Context: an optimization exercise on an open-source flow, tuned for small area, a short achievable clock period and few clock cycles per item. The choices shown serve that exercise and are no tape-out recipe.
Where RTL was checked, it was by simulation tests only, not by an equivalence proof against the original.
No activity file was given, so power comes from the tool's default toggle rates.

before:
Design JAM, start of the top module:
module JAM (
input              CLK,
input              RST,
output logic [2:0] W,
output logic [2:0] J,
input        [6:0] Cost,
output logic [3:0] MatchCount,
output logic [8:0] MinCost,
output logic       Valid
);
make LEC_CHECK=0 ABC_AREA=1 CAP_MARGIN=20 CORE_MARGIN=2 CORE_UTILIZATION=40 CTS_BUF_LIST=sky130_fd_sc_hd__clkbuf_16 CTS_CLUSTER_DIAMETER=100 CTS_CLUSTER_SIZE=30 SETUP_SLACK_MARGIN=5 SLEW_MARGIN=20 finish   # period 10.0 ns
run.sh (not shown) runs the stock make flow with config.mk's settings and CLKGATE_MAP_FILE= SYNTH_SCRIPT=/design/flow/synth_recipe.tcl, a recipe that flattens the netlist after the stock synthesis.
Testbench counts of before, summed over its fixed seeds: cycles 4,803, jobs 24.
Modified inputs, after compared to before
--- a/flow/design.v
+++ b/flow/design.v
@@ -64,19 +64,12 @@
 function automatic logic [7:0] low1(input logic [7:0] x);
     low1 = x & ~(x - 8'd1);
 endfunction
 function automatic logic [3:0] sat4(input logic [6:0] x);
     sat4 = (x > 7'd15) ? 4'd15 : x[3:0];
 endfunction
-function automatic logic [3:0] pop8(input logic [7:0] x);
-    logic [3:0] r;
-    r = 4'd0;
-    for (int k = 0; k < 8; k++)
-        r = r + {3'd0, x[k]};
-    pop8 = r;
-endfunction
 logic [2:0] ui, vj;
 logic [6:0] u_s, v_s;
 assign u_s = u[ui];
 assign v_s = v[vj];
 logic [2:0] kz [0:7];
 logic [3:0] kk [0:7];
@@ -267,14 +260,12 @@
     end
 end
 always_ff @(posedge CLK) begin
     ui     <= (ph == PRE && !pre_last) ? a3[2:0] : W_nx;
     vj     <= (ph == PRE && !pre_last) ? 3'((a3 + 6'd1) >> 3) : J_nx;
     Cost_r <= Cost;
-    for (int i = 0; i < 8; i++)
-        kz[i] <= (Z[i] == 8'hff) ? 3'd7 : 3'(pop8(Z[i]));
 end
 always_ff @(posedge CLK or posedge RST) begin
     if (RST) begin
         ph      <= PRE;
         c       <= 8'd0;
         a1      <= 6'd62;
@@ -348,14 +339,17 @@
     xr <= dl[7] - v_s;
     if (p4) begin
         if (a4[5:3] == 3'd0 || lt) begin
             u[a4[2:0]] <= xr;
             S[a4[2:0]] <= (a4[5:3] == 3'd0) ? 4'd15 : sat4(u_s - xr);
             Z[a4[2:0]] <= 8'd1 << a4[5:3];
+            kz[a4[2:0]] <= 3'd1;
         end else if (eq) begin
             Z[a4[2:0]][a4[5:3]] <= 1'b1;
+            if (kz[a4[2:0]] != 3'd7)
+                kz[a4[2:0]] <= kz[a4[2:0]] + 3'd1;
         end else if (sat4(xr - u_s) < S[a4[2:0]]) begin
             S[a4[2:0]] <= sat4(xr - u_s);
         end
     end
     if (c == 8'd75)
         rm <= 8'hff;
==> comparison <==
The final layout from after, which completed every stage, passed the timing, DRC and antenna checks at the end of the flow. Core utilization: after vs before up 0.84 points. before -> after: maximum VDD drop increased slightly. Net total in the final layout: after vs before down 2.8%. [after] switching part of the total rose 0.65 points relative to before. Summary of after over before: initial DRC count went down 336; total power of the final layout climbed about 3.4%. Looking only at clock-cell share of area, and setting everything else aside, the lower value of before and after goes to before. The clock insertion delay at the later pin of the skew report of after and that of before are within noise of each other. Compared with before, after shows a lower adder-cell share of the synthesized area. The post-synthesis area per instance in after sits 1.0% below the value recorded for before. Measured against each other, before and after differ in routed wire length, the lower figure coming from after.
Testbench counts of after, summed over its fixed seeds: cycles 4,803, jobs 24.

---

run A:
The RTL this note starts from:
==> flow/design.v <==
module JAM (
input              CLK,
input              RST,
output logic [2:0] W,
output logic [2:0] J,
input        [6:0] Cost,
output logic [3:0] MatchCount,
output logic [8:0] MinCost,
output logic       Valid
);
localparam logic [1:0] PRE  = 2'd0,
                       DFS  = 2'd1,
                       DONE = 2'd2;
logic [1:0] ph;
logic [7:0] c;            
logic       srch;
assign srch = (ph == DFS);
logic [6:0] u  [0:7];     
logic [6:0] v  [0:7];     
logic [7:0] Z  [0:7];     
logic [3:0] S  [0:7];     
logic [2:0] perm [0:7];   
logic [7:0] rm;           
logic [6:0] dl [0:7];     
logic [6:0] m;            
logic [6:0] xr;           
logic [6:0] uf;           
logic [6:0] Cost_r;
logic [5:0] a1, a3, a4;   
logic p1, p3, p4;
assign p1 = (c >= 8'd2)  && (c <= 8'd65);
assign p3 = (c >= 8'd10) && (c <= 8'd73);
assign p4 = (c >= 8'd11) && (c <= 8'd74);
logic [2:0] L;            
logic       iv;           
logic [7:0] mask;         
logic [7:0] rmask;        
logic [7:0] Joh;          
logic [2:0] col [0:7];    
logic [8:0] D   [0:7];    
logic [7:0] minEx;        
logic       found;
logic [3:0] cnt;
logic       ev;
logic [2:0] ew, ej;
logic [7:0] em, erm;
logic [2:0] eW;
logic [9:0] E;            
logic [6:0] LBr;          
function automatic logic [2:0] ffs8(input logic [7:0] x);
    logic [2:0] r;
    r = 3'd0;
    for (int k = 7; k >= 0; k--)
        if (x[k]) r = k;
    ffs8 = r;
endfunction
function automatic logic [7:0] above(input logic [2:0] p);
    above = ~((8'd2 << p) - 8'd1);
endfunction
function automatic logic [7:0] low1(input logic [7:0] x);
    low1 = x & ~(x - 8'd1);
endfunction
function automatic logic [3:0] sat4(input logic [6:0] x);
    sat4 = (x > 7'd15) ? 4'd15 : x[3:0];
endfunction
function automatic logic [3:0] pop8(input logic [7:0] x);
    logic [3:0] r;
    r = 4'd0;
    for (int k = 0; k < 8; k++)
        r = r + {3'd0, x[k]};
    pop8 = r;
endfunction
logic [2:0] ui, vj;
logic [6:0] u_s, v_s;
assign u_s = u[ui];
assign v_s = v[vj];
logic [2:0] kz [0:7];
logic [3:0] kk [0:7];
always_comb
    for (int i = 0; i < 8; i++)
        kk[i] = rm[i] ? {1'b0, kz[i]} : 4'd15;
logic [3:0] k01, k23, k45, k67, k03, k47;
logic [2:0] i01, i23, i45, i67, i03, i47, ipick;
assign {k01, i01} = (kk[1] < kk[0]) ? {kk[1], 3'd1} : {kk[0], 3'd0};
assign {k23, i23} = (kk[3] < kk[2]) ? {kk[3], 3'd3} : {kk[2], 3'd2};
assign {k45, i45} = (kk[5] < kk[4]) ? {kk[5], 3'd5} : {kk[4], 3'd4};
assign {k67, i67} = (kk[7] < kk[6]) ? {kk[7], 3'd7} : {kk[6], 3'd6};
assign {k03, i03} = (k23 < k01) ? {k23, i23} : {k01, i01};
assign {k47, i47} = (k67 < k45) ? {k67, i67} : {k45, i45};
assign ipick      = (k47 < k03) ? i47 : i03;
logic [7:0] mc, ra;
assign mc = mask | Joh;
assign ra = ~(rmask | (8'd1 << W));    
logic [3:0] gr [0:7];                 
always_comb
    for (int i = 0; i < 8; i++)
        gr[i] = (ra[i] && ((Z[i] & ~mc) == 8'd0)) ? S[i] : 4'd0;
logic [8:0] Dw;
assign Dw = D[L];
logic [9:0] E_iss;
logic [6:0] LBr_iss;
logic [4:0] sr01, sr23, sr45, sr67;
logic [5:0] sr03, sr47;
assign E_iss = {1'b0, Dw} + {3'd0, u_s} + {3'd0, v_s};
assign sr01 = {1'b0, gr[0]} + {1'b0, gr[1]};
assign sr23 = {1'b0, gr[2]} + {1'b0, gr[3]};
assign sr45 = {1'b0, gr[4]} + {1'b0, gr[5]};
assign sr67 = {1'b0, gr[6]} + {1'b0, gr[7]};
assign sr03 = {1'b0, sr01} + {1'b0, sr23};
assign sr47 = {1'b0, sr45} + {1'b0, sr67};
assign LBr_iss = {1'b0, sr03} + {1'b0, sr47};
logic       skipw;
logic [7:0] okw;
assign skipw = ({5'd0, S[W]} > Dw);
assign okw   = skipw ? Z[W] : 8'hff;
logic [7:0] sib_v, skipped;
assign sib_v   = ~mask & above(J) & okw;
assign skipped = ~mask & above(J) & ~okw;
logic [2:0] pc, Lp;
logic [7:0] pmask, pop_v;
assign Lp    = L - 3'd1;
assign pc    = col[Lp];
assign pmask = mask & ~(8'd1 << pc);
assign pop_v = ~mask & above(pc);
logic [10:0] Tr, ex_e;
assign Tr = {1'b0, E} - {4'd0, LBr};
logic pass_e;
assign pass_e = !Tr[10] && ({3'd0, Cost} <= Tr[9:0]);
assign ex_e = {4'd0, Cost} - Tr;
logic [9:0] Dn;
assign Dn = E - {3'd0, Cost};
logic [7:0] emd;
assign emd = em | (8'd1 << ej);
logic e_desc, e_leaf;
assign e_desc = srch && ev && pass_e && ew != 3'd7;
assign e_leaf = srch && ev && pass_e && ew == 3'd7;
logic [6:0] mn;
assign mn = (a1[2:0] == 3'd0 || Cost_r < m) ? Cost_r : m;
logic lt, eq;
assign lt = (xr < u_s);
assign eq = (xr == u_s);
logic [7:0] ex_ev, exr, ex_s, exs, ex_min;
assign ex_ev = (srch && ev && !ex_e[10] && ex_e != 11'd0) ? ((ex_e[9:8] != 2'd0) ? 8'hff : ex_e[7:0]) : 8'hff;
assign ex_s  = (srch && iv && !e_desc && skipped != 8'd0) ? 8'({5'd0, S[W]} - Dw) : 8'hff;
always_comb begin
    ex_min = minEx;
    if (exr < ex_min) ex_min = exr;
    if (exs < ex_min) ex_min = exs;
end
logic pre_last, pass_end, fin, acc;
assign pre_last = (ph == PRE) && (c == 8'd77);
assign pass_end = srch && !iv && !ev && L == 3'd0;
assign fin      = pass_end && found;
logic pe;                  
assign acc      = (ph == PRE) && ((c >= 8'd10 && c <= 8'd66 && c[2:0] == 3'd2) ||
                                  (c >= 8'd68 && c <= 8'd75));
logic step_sib, step_pop;
assign step_sib = iv && sib_v != 8'd0;
assign step_pop = !step_sib && L != 3'd0;
logic [2:0] L_nx, J_nx, W_nx;
logic [7:0] Joh_nx;
always_comb begin
    L_nx   = L;
    J_nx   = J;
    W_nx   = W;
    Joh_nx = Joh;
    if (ph == PRE) begin
        if (pre_last) begin
            L_nx = 3'd0;
            J_nx = 3'd0;
            W_nx = perm[0];
        end else begin
            W_nx = 3'(c + 8'd1);
            J_nx = 3'((c + 8'd1) >> 3);
        end
        Joh_nx = 8'd1 << J_nx;
    end else if (srch) begin
        if (e_desc) begin
            L_nx   = ew + 3'd1;
            W_nx   = perm[ew + 3'd1];
            J_nx   = ffs8(~emd);
            Joh_nx = low1(~emd);
        end else if (step_sib) begin
            J_nx   = ffs8(sib_v);
            Joh_nx = low1(sib_v);
        end else if (step_pop) begin
            L_nx   = Lp;
            W_nx   = perm[Lp];
            J_nx   = ffs8(pop_v);
            Joh_nx = low1(pop_v);
        end else if (!iv && !ev && !found) begin
            J_nx   = 3'd0;
            W_nx   = perm[0];
            Joh_nx = 8'd1;
        end
    end
end
always_ff @(posedge CLK) begin
    ui     <= (ph == PRE && !pre_last) ? 3'(a4 + 6'd1) : W_nx;
    vj     <= (ph == PRE && !pre_last) ? 3'((a3 + 6'd1) >> 3) : J_nx;
    Cost_r <= Cost;
    Joh    <= Joh_nx;
    for (int i = 0; i < 8; i++)
        kz[i] <= (Z[i] == 8'hff) ? 3'd7 : 3'(pop8(Z[i]));
end
always_ff @(posedge CLK or posedge RST) begin
    if (RST) begin
        ph      <= PRE;
        c       <= 8'd0;
        a1      <= 6'd62;
        a3      <= 6'd54;
        a4      <= 6'd53;
        pe      <= 1'b0;
        L       <= 3'd0;
        W       <= 3'd0;
        J       <= 3'd0;
        iv      <= 1'b0;
        ev      <= 1'b0;
        mask    <= 8'd0;
        rmask   <= 8'd0;
        minEx   <= 8'hff;
        exr     <= 8'hff;
        exs     <= 8'hff;
        found   <= 1'b0;
        cnt     <= 4'd0;
        MinCost <= 9'd0;
    end else begin
        L <= L_nx;
        W <= W_nx;
        J <= J_nx;
        if (c != 8'd84) begin
            c  <= c + 8'd1;
            a1 <= a1 + 6'd1;
            a3 <= a3 + 6'd1;
            a4 <= a4 + 6'd1;
        end
        if (acc || fin)
            MinCost <= MinCost + ((ph == PRE) ? {2'd0, (c <= 8'd66) ? m : uf} : D[0]);
        case (ph)
        PRE: begin
            if (pre_last) begin
                ph    <= DFS;
                mask  <= 8'd0;
                rmask <= 8'd0;
                iv    <= 1'b1;
            end
        end
        DFS: begin
            pe    <= pass_end && !pe;
            minEx <= ex_min;
            exr   <= ex_ev;
            exs   <= ex_s;
            if (e_leaf) begin
                found <= 1'b1;
                cnt   <= cnt + 4'd1;
            end
            ev <= !e_desc && iv;
            if (e_desc) begin
                mask  <= emd;
                rmask <= erm | (8'd1 << eW);
                iv    <= 1'b1;
            end else if (step_sib) begin
            end else if (step_pop) begin
                mask  <= pmask;
                rmask <= rmask & ~(8'd1 << perm[Lp]);
                iv    <= (pop_v != 8'd0);
            end else if (iv || ev) begin
                iv <= 1'b0;    
            end else if (fin) begin
                ph <= DONE;
            end else if (pe) begin
                minEx <= 8'hff;
                mask  <= 8'd0;
                rmask <= 8'd0;
                iv    <= 1'b1;
            end
        end
        default: ;
        endcase
    end
end
always_ff @(posedge CLK) begin
    ew  <= L;
    ej  <= J;
    eW  <= W;
    em  <= mask;
    erm <= rmask;
    E   <= E_iss;
    LBr <= LBr_iss;
    m <= mn;
    if (p1 && a1[2:0] == 3'd7)
        v[a1[5:3]] <= mn;
    for (int k = 7; k > 0; k--) dl[k] <= dl[k-1];
    dl[0] <= Cost_r;
    xr <= dl[7] - v_s;
    if (p4) begin
        if (a4[5:3] == 3'd0 || lt) begin
            u[a4[2:0]] <= xr;
            S[a4[2:0]] <= (a4[5:3] == 3'd0) ? 4'd15 : sat4(u_s - xr);
            Z[a4[2:0]] <= 8'd1 << a4[5:3];
        end else if (eq) begin
            Z[a4[2:0]][a4[5:3]] <= 1'b1;
        end else if (sat4(xr - u_s) < S[a4[2:0]]) begin
            S[a4[2:0]] <= sat4(xr - u_s);
        end
    end
    uf <= lt ? xr : u_s;
    if (c == 8'd75)
        rm <= 8'hff;
    if (c >= 8'd76 && c <= 8'd83) begin
        perm[c[2:0] - 3'd4] <= ipick;
        rm[ipick]           <= 1'b0;
    end
    if (pre_last)
        D[0] <= 9'd0;
    else if (pass_end && pe && !fin)
        D[0] <= D[0] + {1'b0, minEx};
    if (srch && ev) begin
        col[ew] <= ej;
        if (ew != 3'd7)
            D[ew + 3'd1] <= Dn[8:0];
    end
end
assign Valid = (ph == DONE);
assign MatchCount = cnt;
endmodule
clock: 10.0 ns
lec_check: 0
cap_margin: 20
core_margin: 2
core_utilization: 40
setup_slack_margin: 5
slew_margin: 20
Testbench counts of run A, summed over its fixed seeds: cycles 5,407, jobs 24.
diff inputs: run A => run B
--- a/flow/design.v
+++ b/flow/design.v
@@ -74,11 +74,10 @@
 logic [6:0] u_s, v_s;
 assign u_s = u[ui];
 assign v_s = v[vj];
-logic [2:0] kz [0:7];
 logic [3:0] kk [0:7];
 always_comb
     for (int i = 0; i < 8; i++)
-        kk[i] = rm[i] ? {1'b0, kz[i]} : 4'd15;
+        kk[i] = rm[i] ? pop8(Z[i]) : 4'd15;
 logic [3:0] k01, k23, k45, k67, k03, k47;
 logic [2:0] i01, i23, i45, i67, i03, i47, ipick;
 assign {k01, i01} = (kk[1] < kk[0]) ? {kk[1], 3'd1} : {kk[0], 3'd0};
@@ -148,7 +147,7 @@
     if (exs < ex_min) ex_min = exs;
 end
 logic pre_last, pass_end, fin, acc;
-assign pre_last = (ph == PRE) && (c == 8'd77);
+assign pre_last = (ph == PRE) && (c == 8'd76);
 assign pass_end = srch && !iv && !ev && L == 3'd0;
 assign fin      = pass_end && found;
 logic pe;                  
@@ -200,8 +199,6 @@
     vj     <= (ph == PRE && !pre_last) ? 3'((a3 + 6'd1) >> 3) : J_nx;
     Cost_r <= Cost;
     Joh    <= Joh_nx;
-    for (int i = 0; i < 8; i++)
-        kz[i] <= (Z[i] == 8'hff) ? 3'd7 : 3'(pop8(Z[i]));
 end
 always_ff @(posedge CLK or posedge RST) begin
     if (RST) begin
@@ -228,7 +225,7 @@
         L <= L_nx;
         W <= W_nx;
         J <= J_nx;
-        if (c != 8'd84) begin
+        if (c != 8'd83) begin
             c  <= c + 8'd1;
             a1 <= a1 + 6'd1;
             a3 <= a3 + 6'd1;
@@ -305,10 +302,10 @@
         end
     end
     uf <= lt ? xr : u_s;
-    if (c == 8'd75)
+    if (c == 8'd74)
         rm <= 8'hff;
-    if (c >= 8'd76 && c <= 8'd83) begin
-        perm[c[2:0] - 3'd4] <= ipick;
+    if (c >= 8'd75 && c <= 8'd82) begin
+        perm[c[2:0] - 3'd3] <= ipick;
         rm[ipick]           <= 1'b0;
     end
     if (pre_last)
- On deepest level of the CTS H-tree: run B sits below run A.
- Changes observed in run B relative to run A: count of non-CTS inverters in the layout higher, non-clock buffer total of the final layout rose about 13%, detailed-route wire length saw a decrease.
- Between run A and run B, the wire length of the first global-routing pass is higher for run A.
- Run B vs run A on distinct cell type count after synthesis: run B is the higher one.
- Compared with run A, in run B count of clock buffers in the final design shows a reduction of 13, flip-flop and latch count shows a reduction of 4.0%, fmax shows a reduction of 0.050 GHz, share of the final layout cell area in multi-input gates shows an increase of 1.0 points.
- Run A and run B ended up with roughly the same final-stage net count.
- From run A to run B the numbers moved as follows: well-tap cell count shows a reduction of 10; growth of design area from synthesis to finish now larger.
- The via density per instance on run B is in line with that on run A.
For run B, only the layout was checked, not whether the RTL still works.

-- afterwards: timing with drivers on the ports --
In the flow no input, the clock included, has a driving cell. The finished layouts below were timed again as built, in two steps. Step 1, drivers: a clkbuf_16 drives CLK and a buf_2 each remaining input, both assumed. Step 2 times the ports against the registers' clock, not the clock port: input delays grow and output delays shrink by t, the midpoint of the rising clock arrivals with the driver on. Slacks: no drivers / after step 1 / after step 2; pairs: no drivers / after step 1.
run | t, ns | slack for setup (ns) | slew at the worst register clock pin (ns)
before | 0.678 | 5.191 / 5.191 / 4.735 | 0.12 / 0.12
after | 0.687 | 5.179 / 5.179 / 4.590 | 0.12 / 0.12
run A | 0.683 | 5.067 / 5.067 / 4.539 | 0.07 / 0.07
run B | 0.700 | 3.457 / 3.457 / 3.457 | 0.07 / 0.07
After both steps setup and hold are still met in every run listed. For after, which loses most, drivers alone change the setup slack by 0.000 ns; drivers and shift together by -0.589 ns.
